What follows belongs to an exercise in optimizing a design on an open flow for small area; a production flow would make more cautious choices.
The RTL was checked by simulation tests, not by an equivalence proof against the original design.
Power figures rest on the tool's default switching activity, not on a simulated workload.

== job 101 ==
## CO
module CO(clk, rst, en, I, Q, I_ro, Q_ro);
input clk, rst, en;
input [1:0] I;
input [1:0] Q;
output [13:0] I_ro;
output [13:0] Q_ro;
function [7:0] ADD; input [7:0] x; input [7:0] y; input ci;
  integer i; reg cy;
  begin
    cy = ci;
    for (i = 0; i < 8; i = i + 1) begin
      ADD[i] = x[i] ^ y[i] ^ cy;
      cy = (x[i] & y[i]) | (cy & (x[i] ^ y[i]));
    end
  end
endfunction
function [7:0] CNEG; input [7:0] x; input n;
  integer i; reg any;
  begin
    any = 1'b0;
    for (i = 0; i < 8; i = i + 1) begin
      CNEG[i] = x[i] ^ (n & any);
      any = any | x[i];
    end
  end
endfunction
function [7:0] MUL; input [1:0] k; input [5:0] s;
  MUL = ({8{k[1]}} & {1'b0, s, 1'b0}) | ({8{k[0]}} & {2'b0, s});
endfunction
reg [1:0] q;
reg p;
reg [6:0] xb;                
wire [6:0] x = ~xb;
reg [1:0] It, Qt;
integer j;
reg [6:0] xn;
reg cy;
always @(*) begin
  cy = 1'b1;
  for (j = 0; j < 7; j = j + 1) begin
    xn[j] = x[j] ^ cy;
    cy = cy & (x[j] ^ p);
  end
end
wire w = x[0] & (&(x[6:1] ^ {6{p}}));
always @(posedge clk or posedge rst) begin
  if (rst) begin
    q <= 2'd0;
    p <= 1'b0;
    xb <= 7'd0;
    It <= 2'd0;
    Qt <= 2'd0;
  end else begin
    q <= {q[1] ^ (q[0] & p & w), q[0] ^ (p & w)};
    p <= p ^ w;
    xb <= ~xn;
    It <= I;
    Qt <= Q;
  end
end
wire s = p & ~(|x);
  ...
Settings: LEC_CHECK=0, ABC_AREA=1, CAP_MARGIN=20, CORE_MARGIN=2, CORE_UTILIZATION=40, GPL_TIMING_DRIVEN=0, SLEW_MARGIN=20, SYNTH_MEMORY_MAX_BITS=32768; clock period 5.0 ns.
standard.sh (not shown) runs the stock make flow with config.mk's settings and CLKGATE_MAP_FILE= SYNTH_SCRIPT=/design/flow/synth_recipe.tcl, a recipe that flattens the netlist after the stock synthesis.
==> flow/flow/run.sh <==
#!/bin/bash
# Own layout flow: the standard layout (standard.sh), with these changes:
#  - synthesis maps with an area-only ABC script (flow/abc_area.script) instead of
#    ORFS's, which sizes and buffers for speed; everything else in synthesis is
#    the standard script (synth_recipe.tcl), so the registers are the same;
#  - synthesis extracts no full-adder cells (ADDER_MAP_FILE empty): ABC maps the
#    adders as gates, whose carry chain is faster than the full-adder cell's;
#  - port buffering uses the smallest buffer cell (every port still gets one);
#  - clock tree synthesis takes its arguments from flow/cts_args.txt (no dummy
#    loads, small clock buffers);
#  - global placement removes synthesis's buffers also when it is not timing
#    driven (GPL_TIMING_DRIVEN 0 in config.mk).
# ORFS writes each step's full log under orfs/logs; the make output of each
# standard.sh call goes to flow_synth.log and flow_finish.log here.
set -euo pipefail
W=$PWD
rm -rf "$W/myscripts"
cp -r "$FLOW_HOME/scripts" "$W/myscripts"
cp "$W/flow/abc_area.script" "$W/myscripts/abc_area.script"
sed -i '0,/^if { $::env(GPL_TIMING_DRIVEN) } {$/s//if { 1 } {/' "$W/myscripts/global_place.tcl"
export SCRIPTS_DIR="$W/myscripts"
export ADDER_MAP_FILE=
export BUFFER_PORTS_ARGS="-buffer_cell sky130_fd_sc_hd__buf_1"
if [[ -f "$W/flow/cts_args.txt" ]]; then
  CTS_ARGS="$(tr '\n' ' ' < "$W/flow/cts_args.txt")"
  export CTS_ARGS
fi
bash "$W/standard.sh" synth > "$W/flow_synth.log" 2>&1
bash "$W/standard.sh" finish > "$W/flow_finish.log" 2>&1
test -f "$W/out/final.def"
==> flow/flow/abc_area.script <==
strash
dch
amap
topo
==> flow/flow/cts_args.txt <==
-sink_clustering_enable -repair_clock_nets -buf_list sky130_fd_sc_hd__clkbuf_4 -dont_use_dummy_load
In summary, job 101 completed successfully, with a layout that passed the timing, design-rule and antenna checks.
diff inputs: job 101 => job 102
diff --git a/flow/flow/run.sh b/flow/flow/run.sh
--- a/flow/flow/run.sh
+++ b/flow/flow/run.sh
@@ -10,3 +10 @@
-#    loads, small clock buffers);
-#  - global placement removes synthesis's buffers also when it is not timing
-#    driven (GPL_TIMING_DRIVEN 0 in config.mk).
+#    loads, small clock buffers).
@@ -20 +17,0 @@
-sed -i '0,/^if { $::env(GPL_TIMING_DRIVEN) } {$/s//if { 1 } {/' "$W/myscripts/global_place.tcl"
diff --git a/flow/config.mk b/flow/config.mk
--- a/flow/config.mk
+++ b/flow/config.mk
@@ -12 +12 @@
-export GPL_TIMING_DRIVEN = 0
+export SETUP_SLACK_MARGIN = -1.0
==> comparison <==
Status: post-route met1 wirelength parity (job 102, job 101). In job 102 the number of iterations in the first detailed-routing pass turned out 1 higher than in job 101. Re part of the power in the clock network: job 101 was lower than job 102. Combinational power (lower): job 102. A launching instance or port of the critical path of xb[3] is what job 102 shows, while xb[5] belongs to job 101. Per the comparison of job 102 with job 101, relative max-transition margin now sits higher, slew at the pin closest to its max-slew limit fell by 0.12 ns. Worst hold slack delta (job 102 -> job 101): insignificant. Job 102 vs job 101: detailed placement HPWL up. Count of plain and timing-repair buffers, job 102 and job 101, higher one = job 101. Delta (job 102 minus job 101): total power after layout about even; average routed wire per standard cell rose about 3.7%.


Another version of the RTL of CO (not shown whole).
Size in the first run: about 330 cells after synthesis, roughly 32 flip-flops, roughly 35 I/O pins, ~2600 um^2 of cells after synthesis.
Settings: LEC_CHECK=0, ABC_AREA=1, CAP_MARGIN=20, CORE_MARGIN=2, CORE_UTILIZATION=40, SLEW_MARGIN=20, SYNTH_MEMORY_MAX_BITS=32768; clock period 5.0 ns.
==> flow/flow/run.sh <==
#!/bin/bash
# Own layout flow: the standard layout (standard.sh), with these changes:
#  - synthesis maps with an area-only ABC script (flow/abc_area.script) instead of
#    ORFS's, which sizes and buffers for speed; everything else in synthesis is
#    the standard script (synth_recipe.tcl), so the registers are the same;
#  - port buffering uses the smallest buffer cell (every port still gets one);
#  - clock tree synthesis takes its arguments from flow/cts_args.txt (no dummy
#    loads, small clock buffers).
# ORFS writes each step's full log under orfs/logs; the make output of each
# standard.sh call goes to flow_synth.log and flow_finish.log here.
set -euo pipefail
W=$PWD
rm -rf "$W/myscripts"
cp -r "$FLOW_HOME/scripts" "$W/myscripts"
cp "$W/flow/abc_area.script" "$W/myscripts/abc_area.script"
export SCRIPTS_DIR="$W/myscripts"
export BUFFER_PORTS_ARGS="-buffer_cell sky130_fd_sc_hd__buf_1"
if [[ -f "$W/flow/cts_args.txt" ]]; then
  CTS_ARGS="$(tr '\n' ' ' < "$W/flow/cts_args.txt")"
  export CTS_ARGS
fi
bash "$W/standard.sh" synth > "$W/flow_synth.log" 2>&1
bash "$W/standard.sh" finish > "$W/flow_finish.log" 2>&1
test -f "$W/out/final.def"
==> flow/flow/abc_area.script <==
strash
dch
map -a
topo
==> flow/flow/cts_args.txt <==
-sink_clustering_enable -repair_clock_nets -buf_list sky130_fd_sc_hd__clkbuf_8 -dont_use_dummy_load -sink_clustering_size 40 -sink_clustering_max_diameter 300
The starting point finished clean.
Then changed:
--- a/flow/flow/run.sh
+++ b/flow/flow/run.sh
@@ -5,0 +6,2 @@
+#  - synthesis extracts no full-adder cells (ADDER_MAP_FILE empty): ABC maps the
+#    adders as gates, whose carry chain is faster than the full-adder cell's;
@@ -16,0 +19 @@
+export ADDER_MAP_FILE=
==> flow/flow/abc_area.script (replaced) <==
strash
dch
amap
topo
==> flow/flow/cts_args.txt (replaced) <==
-sink_clustering_enable -repair_clock_nets -buf_list sky130_fd_sc_hd__clkbuf_4 -dont_use_dummy_load
What happened: The new run finished with timing, DRC and antenna clean; global-route usage rises by 0.64 points; sequential share of layout area rises by 2.4 points; wire length rises by 5.8%.
Then changed:
--- a/flow/flow/run.sh
+++ b/flow/flow/run.sh
@@ -6,2 +5,0 @@
-#  - synthesis extracts no full-adder cells (ADDER_MAP_FILE empty): ABC maps the
-#    adders as gates, whose carry chain is faster than the full-adder cell's;
@@ -19 +16,0 @@
-export ADDER_MAP_FILE=
==> flow/flow/abc_area.script (replaced) <==
strash
&get -n
&deepsyn -T 120
&put
dch
map -a
topo
--- a/flow/config.mk
+++ b/flow/config.mk
@@ -11 +11,2 @@
-export CORE_UTILIZATION = 40
+export CORE_UTILIZATION = 65
+export PLACE_DENSITY = 0.75
Result: The new run finished clean. Routed wire length went up by 5.0%. Worst hold slack loses 0.0050 ns. Die area came out lower by 35%. Fmax shrinks by 8.3%. Design area increases by 11%. Setup slack is worse by 0.40 ns. Synthesized cell count came out lower by 11%.
Then changed:
--- a/flow/flow/run.sh
+++ b/flow/flow/run.sh
@@ -5,0 +6,2 @@
+#  - synthesis extracts no full-adder cells (ADDER_MAP_FILE empty): ABC maps the
+#    adders as gates, whose carry chain is faster than the full-adder cell's;
@@ -16,0 +19 @@
+export ADDER_MAP_FILE=
==> flow/flow/abc_area.script (replaced) <==
strash
dch
amap
topo
strash
dch
amap
topo
--- a/flow/config.mk
+++ b/flow/config.mk
@@ -11,2 +11 @@
-export CORE_UTILIZATION = 65
-export PLACE_DENSITY = 0.75
+export CORE_UTILIZATION = 40
Outcome:
- combinational power is lower by about a fifth
- count of clock-buffer cells in the layout stays the same
- fmax is higher by roughly a tenth
- flip-flop and latch count does not change
- sequential power is lower by a few percent
- cell area is lower by roughly a tenth
- sequential share of layout area is higher by 3.4 points
- wire length is lower by a little under a tenth


main:
RTL: one of the versions met above, not the one the previous note started from.
Size in the first run: ~360 cells after synthesis, roughly 30 flip-flops, ~35 I/O pins, about 2400 um2 of cells after synthesis.
==> flow/config.mk <==
export PLATFORM = sky130hd
export DESIGN_NAME = CO
export DESIGN_NICKNAME = CO
export VERILOG_FILES = /design/flow/design.v
export SDC_FILE = /design/flow/constraint.sdc
export NUM_CORES = 4
export LEC_CHECK = 0
export ABC_AREA = 1
export CAP_MARGIN = 20
export CORE_MARGIN = 2
export CORE_UTILIZATION = 40
export SLEW_MARGIN = 20
export SYNTH_MEMORY_MAX_BITS = 32768
==> flow/constraint.sdc <==
create_clock -name core_clock -period 5.0 [get_ports {clk}]
set_input_delay 1.0000 -clock core_clock [delete_from_list [all_inputs] [get_ports {clk}]]
set_output_delay 1.0000 -clock core_clock [all_outputs]
set_load 0.01 [all_outputs]
==> flow/flow/run.sh <==
#!/bin/bash
# Own layout flow: the standard layout (standard.sh), with these changes:
#  - synthesis maps with an area-only ABC script (flow/abc_area.script) instead of
#    ORFS's, which sizes and buffers for speed; everything else in synthesis is
#    the standard script (synth_recipe.tcl), so the registers are the same;
#  - synthesis extracts no full-adder cells (ADDER_MAP_FILE empty): ABC maps the
#    adders as gates, whose carry chain is faster than the full-adder cell's;
#  - port buffering uses the smallest buffer cell (every port still gets one);
#  - clock tree synthesis takes its arguments from flow/cts_args.txt (no dummy
#    loads, small clock buffers).
# ORFS writes each step's full log under orfs/logs; the make output of each
# standard.sh call goes to flow_synth.log and flow_finish.log here.
set -euo pipefail
W=$PWD
rm -rf "$W/myscripts"
cp -r "$FLOW_HOME/scripts" "$W/myscripts"
cp "$W/flow/abc_area.script" "$W/myscripts/abc_area.script"
export SCRIPTS_DIR="$W/myscripts"
export ADDER_MAP_FILE=
export BUFFER_PORTS_ARGS="-buffer_cell sky130_fd_sc_hd__buf_1"
if [[ -f "$W/flow/cts_args.txt" ]]; then
  CTS_ARGS="$(tr '\n' ' ' < "$W/flow/cts_args.txt")"
  export CTS_ARGS
fi
bash "$W/standard.sh" synth > "$W/flow_synth.log" 2>&1
bash "$W/standard.sh" finish > "$W/flow_finish.log" 2>&1
test -f "$W/out/final.def"
==> flow/flow/abc_area.script <==
strash
dch
amap -F 4 -A 10
topo
==> flow/flow/cts_args.txt <==
-sink_clustering_enable -repair_clock_nets -buf_list sky130_fd_sc_hd__clkbuf_4 -dont_use_dummy_load
main finished all stages; the layout is clean.
diff inputs: main => the feature branch
==> flow/flow/abc_area.script <==
strash
dch
map -a
topo
Clock network fraction of total power in the feature branch is 2.5 points lower than in main
Sort the feature branch and main by post-route standard cell area excluding fillers, descending, and the feature branch comes first.
Slowest cell on the critical path: dfrtp_1 -> the feature branch, dfrtp_2 -> main
The feature branch against main: power density relative to cell area went up, post-route fraction of the period consumed by the critical path up 2.7 points, shortest clock period the worst path allows after layout now sits higher.


CO, a different RTL version from the one above (not shown whole).
For scale: ~420 cells after synthesis, ~32 flip-flops, ~35 I/O pins, roughly 3000 um^2 of cells after synthesis.
==> flow/config.mk <==
export PLATFORM = sky130hd
export DESIGN_NAME = CO
export DESIGN_NICKNAME = CO
export VERILOG_FILES = /design/flow/design.v
export SDC_FILE = /design/flow/constraint.sdc
export NUM_CORES = 4
export LEC_CHECK = 0
export ABC_AREA = 1
export CAP_MARGIN = 20
export CORE_MARGIN = 2
export CORE_UTILIZATION = 40
export SLEW_MARGIN = 20
export SYNTH_MEMORY_MAX_BITS = 32768
==> flow/constraint.sdc <==
create_clock -name core_clock -period 5.0 [get_ports {clk}]
set_input_delay 1.0000 -clock core_clock [delete_from_list [all_inputs] [get_ports {clk}]]
set_output_delay 1.0000 -clock core_clock [all_outputs]
set_load 0.01 [all_outputs]
run.sh (not shown) runs the stock make flow with config.mk's settings and CLKGATE_MAP_FILE= SYNTH_SCRIPT=/design/flow/synth_recipe.tcl, a recipe that flattens the netlist after the stock synthesis.
Stock flow here: none of the scripts above is used.
The first run completed without violations.
Change:
==> flow/flow/run.sh (new file) <==
#!/bin/bash
# Own layout flow: the standard layout (standard.sh), with two changes:
#  - synthesis maps with an area-only ABC script (flow/abc_area.script) instead of
#    ORFS's, which sizes and buffers for speed; everything else in synthesis is
#    the standard script (synth_recipe.tcl), so the registers are the same;
#  - port buffering uses the smallest buffer cell.
# Each step's full output goes to logs under orfs/logs (ORFS's own logs) and to
# flow_*.log in the work folder.
set -euo pipefail
W=$PWD
rm -rf "$W/myscripts"
cp -r "$FLOW_HOME/scripts" "$W/myscripts"
cp "$W/flow/abc_area.script" "$W/myscripts/abc_area.script"
export SCRIPTS_DIR="$W/myscripts"
export BUFFER_PORTS_ARGS="-buffer_cell sky130_fd_sc_hd__buf_1"
bash "$W/standard.sh" synth > "$W/flow_synth.log" 2>&1
bash "$W/standard.sh" finish > "$W/flow_finish.log" 2>&1
test -f "$W/out/final.def"
==> flow/flow/abc_area.script (new file) <==
strash
dch
map -a
topo
==> flow/standard.sh (new file) <==
#!/bin/bash
# synth_recipe.tcl (not shown) runs the flow's synth.tcl, then flattens the netlist and writes it again
# the make line also repeats each setting of config.mk as NAME=value (left out here)
make -C /OpenROAD-flow-scripts/flow DESIGN_CONFIG=/design/flow/config.mk WORK_HOME=/design/flow/orfs CLKGATE_MAP_FILE= SYNTH_SCRIPT=/design/flow/synth_recipe.tcl "${@:-finish}"
Settings changed: CTS_BUF_LIST set to sky130_fd_sc_hd__clkbuf_4.
removed: flow/run.sh
Cell area decreases by about 9%; setup slack gets worse by 0.099 ns; global-route usage decreases by 0.10 points; maximum frequency decreases by 2.1%; sequential share of layout area increases by 2.3 points; synthesized area decreases by about 9%; final cell count decreases by about 9%; wire length decreases by about 9%; sequential power increases by about 2%.
Change:
Settings changed: CTS_BUF_LIST sky130_fd_sc_hd__clkbuf_4 to unset, GPL_TIMING_DRIVEN set to 0.
The new run completed with no timing, DRC or antenna violations. Non-clock buffer count goes up by 1. Total power increases by 24%. Synthesized area is unchanged.
Change:
Settings changed: GPL_TIMING_DRIVEN 0 to unset.
The new run completed with no timing, DRC or antenna violations.
Routed wire length rose slightly.
Maximum frequency rose slightly.
Synthesized area is unchanged.
Via count is about the same.
Global-route usage fell by 0.23 points.
Combinational power fell by about a fifth.


== run 1 ==
RTL: one of the versions met above, not the one the previous note started from.
Size in the first run: about 32 flip-flops, ~35 I/O pins.
export LEC_CHECK = 0
export ABC_AREA = 1
export CAP_MARGIN = 20
export CORE_MARGIN = 2
export CORE_UTILIZATION = 40
export CTS_BUF_LIST = sky130_fd_sc_hd__clkbuf_4
export SLEW_MARGIN = 20
export SYNTH_MEMORY_MAX_BITS = 32768
create_clock -name core_clock -period 5.0 [get_ports {clk}]
standard.sh (not shown) runs the stock make flow with config.mk's settings and CLKGATE_MAP_FILE= SYNTH_SCRIPT=/design/flow/synth_recipe.tcl, a recipe that flattens the netlist after the stock synthesis.
==> flow/flow/run.sh <==
#!/bin/bash
# Own layout flow: the standard layout (standard.sh), with two changes:
#  - synthesis maps with an area-only ABC script (flow/abc_area.script) instead of
#    ORFS's, which sizes and buffers for speed; everything else in synthesis is
#    the standard script (synth_recipe.tcl), so the registers are the same;
#  - port buffering uses the smallest buffer cell.
# Each step's full output goes to logs under orfs/logs (ORFS's own logs) and to
# flow_*.log in the work folder.
set -euo pipefail
W=$PWD
rm -rf "$W/myscripts"
cp -r "$FLOW_HOME/scripts" "$W/myscripts"
cp "$W/flow/abc_area.script" "$W/myscripts/abc_area.script"
export SCRIPTS_DIR="$W/myscripts"
export BUFFER_PORTS_ARGS="-buffer_cell sky130_fd_sc_hd__buf_1"
bash "$W/standard.sh" synth > "$W/flow_synth.log" 2>&1
bash "$W/standard.sh" finish > "$W/flow_finish.log" 2>&1
test -f "$W/out/final.def"
==> flow/flow/abc_area.script <==
strash
dch
map -a
topo
The inputs of run 2 differ from those of run 1 as listed below.
- CTS_BUF_LIST no longer set, was sky130_fd_sc_hd__clkbuf_4
-- flow/flow/run.sh --
<<< run 1, line 2
# Own layout flow: the standard layout (standard.sh), with two changes:
>>> run 2, line 2
# Own layout flow: the standard layout (standard.sh), with these changes:
<<< run 1, line 6
#  - port buffering uses the smallest buffer cell.
# Each step's full output goes to logs under orfs/logs (ORFS's own logs) and to
# flow_*.log in the work folder.
>>> run 2, line 6
#  - port buffering uses the smallest buffer cell (every port still gets one);
#  - clock tree synthesis takes its arguments from flow/cts_args.txt (no dummy
#    loads, small clock buffers).
# ORFS writes each step's full log under orfs/logs; the make output of each
# standard.sh call goes to flow_synth.log and flow_finish.log here.
<<< run 1, line 16
>>> run 2, line 18
if [[ -f "$W/flow/cts_args.txt" ]]; then
  CTS_ARGS="$(tr '\n' ' ' < "$W/flow/cts_args.txt")"
  export CTS_ARGS
fi
==> flow/flow/cts_args.txt (new file) <==
-sink_clustering_enable -repair_clock_nets -buf_list sky130_fd_sc_hd__clkbuf_4 -dont_use_dummy_load
### Flow results
- Per the final summary, run 2 finished and its layout is clean on timing, DRC and antenna.
- For routed wire length, run 1 and run 2 come out practically identical.
- Compared with run 1, run 2 shows a lower global routing met1 resource utilization.
- Diff run 1 -> run 2 | power after layout | decrease of 8.6%
- Comparing run 2 with run 1, the register-to-register slack came out essentially unchanged.
- Compared with run 1, run 2 shows power share of the sequential group higher by 3.7 points.
- The detailed-route via count of run 2 falls short of that of run 1 by 11.
- Share of total power in combinational logic in run 2 vs run 1: up 3.2 points
Here is what was changed in the inputs of run 3 compared with run 2.
- CTS_BUF_LIST now sky130_fd_sc_hd__clkbuf_4, previously not set
-- flow/flow/run.sh --
<<< run 2, line 2
# Own layout flow: the standard layout (standard.sh), with these changes:
>>> run 3, line 2
# Own layout flow: the standard layout (standard.sh), with two changes:
<<< run 2, line 6
#  - port buffering uses the smallest buffer cell (every port still gets one);
#  - clock tree synthesis takes its arguments from flow/cts_args.txt (no dummy
#    loads, small clock buffers).
# ORFS writes each step's full log under orfs/logs; the make output of each
# standard.sh call goes to flow_synth.log and flow_finish.log here.
>>> run 3, line 6
#  - port buffering uses the smallest buffer cell.
# Each step's full output goes to logs under orfs/logs (ORFS's own logs) and to
# flow_*.log in the work folder.
<<< run 2, line 18
if [[ -f "$W/flow/cts_args.txt" ]]; then
  CTS_ARGS="$(tr '\n' ' ' < "$W/flow/cts_args.txt")"
  export CTS_ARGS
fi
>>> run 3, line 16
==> flow/flow/abc_area.script <==
strash
dch
map -a
topo
stime -c
upsize -c
dnsize -c
removed: flow/flow/cts_args.txt
### Flow results
Compared with run 2, run 3 shows final worst setup slack lower by 0.017 ns. | hold slack | run 3 vs run 2 | 0.011 ns lower |. Compared with run 2, detailed-routed wire length on met3 in run 3 decreased by more than a quarter. On run 3: compound-cell area share of the yosys netlist is 0.66 points higher than what run 2 gave. Tightest slew margin relative to the limit sits higher in run 3 than in run 2. Going from run 2 to run 3, clock share of power rose by 6.0 points, die boundary width went up.
The following lists how run 4 was set up differently from run 3:
- CTS_BUF_LIST no longer set, was sky130_fd_sc_hd__clkbuf_4
-- flow/flow/run.sh --
<<< run 3, line 2
# Own layout flow: the standard layout (standard.sh), with two changes:
>>> run 4, line 2
# Own layout flow: the standard layout (standard.sh), with these changes:
<<< run 3, line 6
#  - port buffering uses the smallest buffer cell.
# Each step's full output goes to logs under orfs/logs (ORFS's own logs) and to
# flow_*.log in the work folder.
>>> run 4, line 6
#  - port buffering uses the smallest buffer cell (every port still gets one);
#  - clock tree synthesis takes its arguments from flow/cts_args.txt (no dummy
#    loads, small clock buffers).
# ORFS writes each step's full log under orfs/logs; the make output of each
# standard.sh call goes to flow_synth.log and flow_finish.log here.
<<< run 3, line 16
>>> run 4, line 18
if [[ -f "$W/flow/cts_args.txt" ]]; then
  CTS_ARGS="$(tr '\n' ' ' < "$W/flow/cts_args.txt")"
  export CTS_ARGS
fi
==> flow/flow/abc_area.script <==
strash
&get -n
&deepsyn -T 120
&put
dch
map -a
topo
==> flow/flow/cts_args.txt (new file) <==
-sink_clustering_enable -repair_clock_nets -buf_list sky130_fd_sc_hd__clkbuf_4 -dont_use_dummy_load
### Flow results
No stage failed in run 4, and the final checks on the layout all came back clean. Taking run 4 as 1.0, run 3 lands at 0.949 on number of standard cells in the final layout excluding fillers. Against run 3 as the reference, run 4 delivers a lower data required time at the worst endpoint. Run 4: final area higher than run 3.
The inputs of run 5 differ from those of run 4 as listed below.
-- flow/flow/run.sh --
<<< run 4, line 6
>>> run 5, line 6
#  - synthesis extracts no full-adder cells (ADDER_MAP_FILE empty): ABC maps the
#    adders as gates, whose carry chain is faster than the full-adder cell's;
<<< run 4, line 17
>>> run 5, line 19
export ADDER_MAP_FILE=
==> flow/flow/abc_area.script <==
strash
dch
map -a
topo
[compare] base=run 4 new=run 5: met2 routed wirelength +about 3.7%, combinational power share +0.6 points.
Compared with run 4, placement density in the core of run 5 is lower.
Compared with run 4, run 5 ends up with less cell area.
Signed area change from the synthesized netlist to the final layout in run 5 is 11 points below run 4.
Diff run 4..run 5 | count of antenna-violating nets left after detailed routing | unchanged
Comparing total power after layout for run 4 and run 5, the bigger number came from run 5.
Measured against each other, run 4 and run 5 differ in transition time at the pin with the least slew margin, the higher figure coming from run 5.
Internal portion of total power grows slightly when moving from run 4 to run 5.

-- separate check: timing with driven ports --
In the flow no input, the clock included, has a driving cell. The finished layouts below were timed again as built, in two steps. Step 1 (the two cells are an assumption about what drives the block):
set clk [get_ports {clk}]
set_driving_cell -lib_cell sky130_fd_sc_hd__clkbuf_16 $clk
set_driving_cell -lib_cell sky130_fd_sc_hd__buf_2 [delete_from_list [all_inputs] $clk]
Step 2 moves the port delays by t, midway between the first and last clock arrival at a register: inputs arrive t later, outputs are due t later. That takes back most of the time a late clock gives input paths. Three values: ideal, step 1, step 2; two values: the first two.
| run | t (ns) | setup WS [ns] | worst hold slack (ns) |
|---|---|---|---|
| job 101 | 0.350 | 0.632 / 0.632 / 0.632 | 0.482 / 0.482 / 0.482 |
| job 102 | 0.353 | 0.297 / 0.297 / 0.297 | 0.483 / 0.483 / 0.483 |
| the first run of note 2 | 0.310 | 0.313 / 0.313 / 0.313 | 0.467 / 0.467 / 0.467 |
| the second run of note 2 | 0.346 | 0.585 / 0.585 / 0.585 | 0.528 / 0.528 / 0.528 |
| the third run of note 2 | 0.352 | 0.186 / 0.186 / 0.186 | 0.523 / 0.523 / 0.523 |
| the fourth run of note 2 | 0.350 | 0.621 / 0.621 / 0.621 | 0.523 / 0.523 / 0.523 |
| main | 0.347 | 0.460 / 0.460 / 0.460 | 0.492 / 0.492 / 0.492 |
| the feature branch | 0.342 | 0.325 / 0.325 / 0.325 | 0.485 / 0.485 / 0.485 |
| the first run of note 4 | 0.315 | 0.278 / 0.278 / 0.278 | 0.512 / 0.512 / 0.512 |
| the second run of note 4 | 0.357 | 0.179 / 0.179 / 0.179 | 0.530 / 0.530 / 0.530 |
| the third run of note 4 | 0.316 | 0.116 / 0.116 / 0.116 | 0.508 / 0.508 / 0.508 |
| the fourth run of note 4 | 0.312 | 0.131 / 0.131 / 0.131 | 0.522 / 0.522 / 0.522 |
| run 1 | 0.361 | 0.290 / 0.290 / 0.290 | 0.474 / 0.474 / 0.474 |
| run 2 | 0.354 | 0.293 / 0.293 / 0.293 | 0.471 / 0.471 / 0.471 |
| run 3 | 0.353 | 0.275 / 0.275 / 0.275 | 0.460 / 0.460 / 0.460 |
| run 4 | 0.343 | 0.188 / 0.188 / 0.188 | 0.528 / 0.528 / 0.528 |
| run 5 | 0.353 | 0.801 / 0.801 / 0.801 | 0.497 / 0.497 / 0.497 |
After both steps every run listed still meets setup and hold.
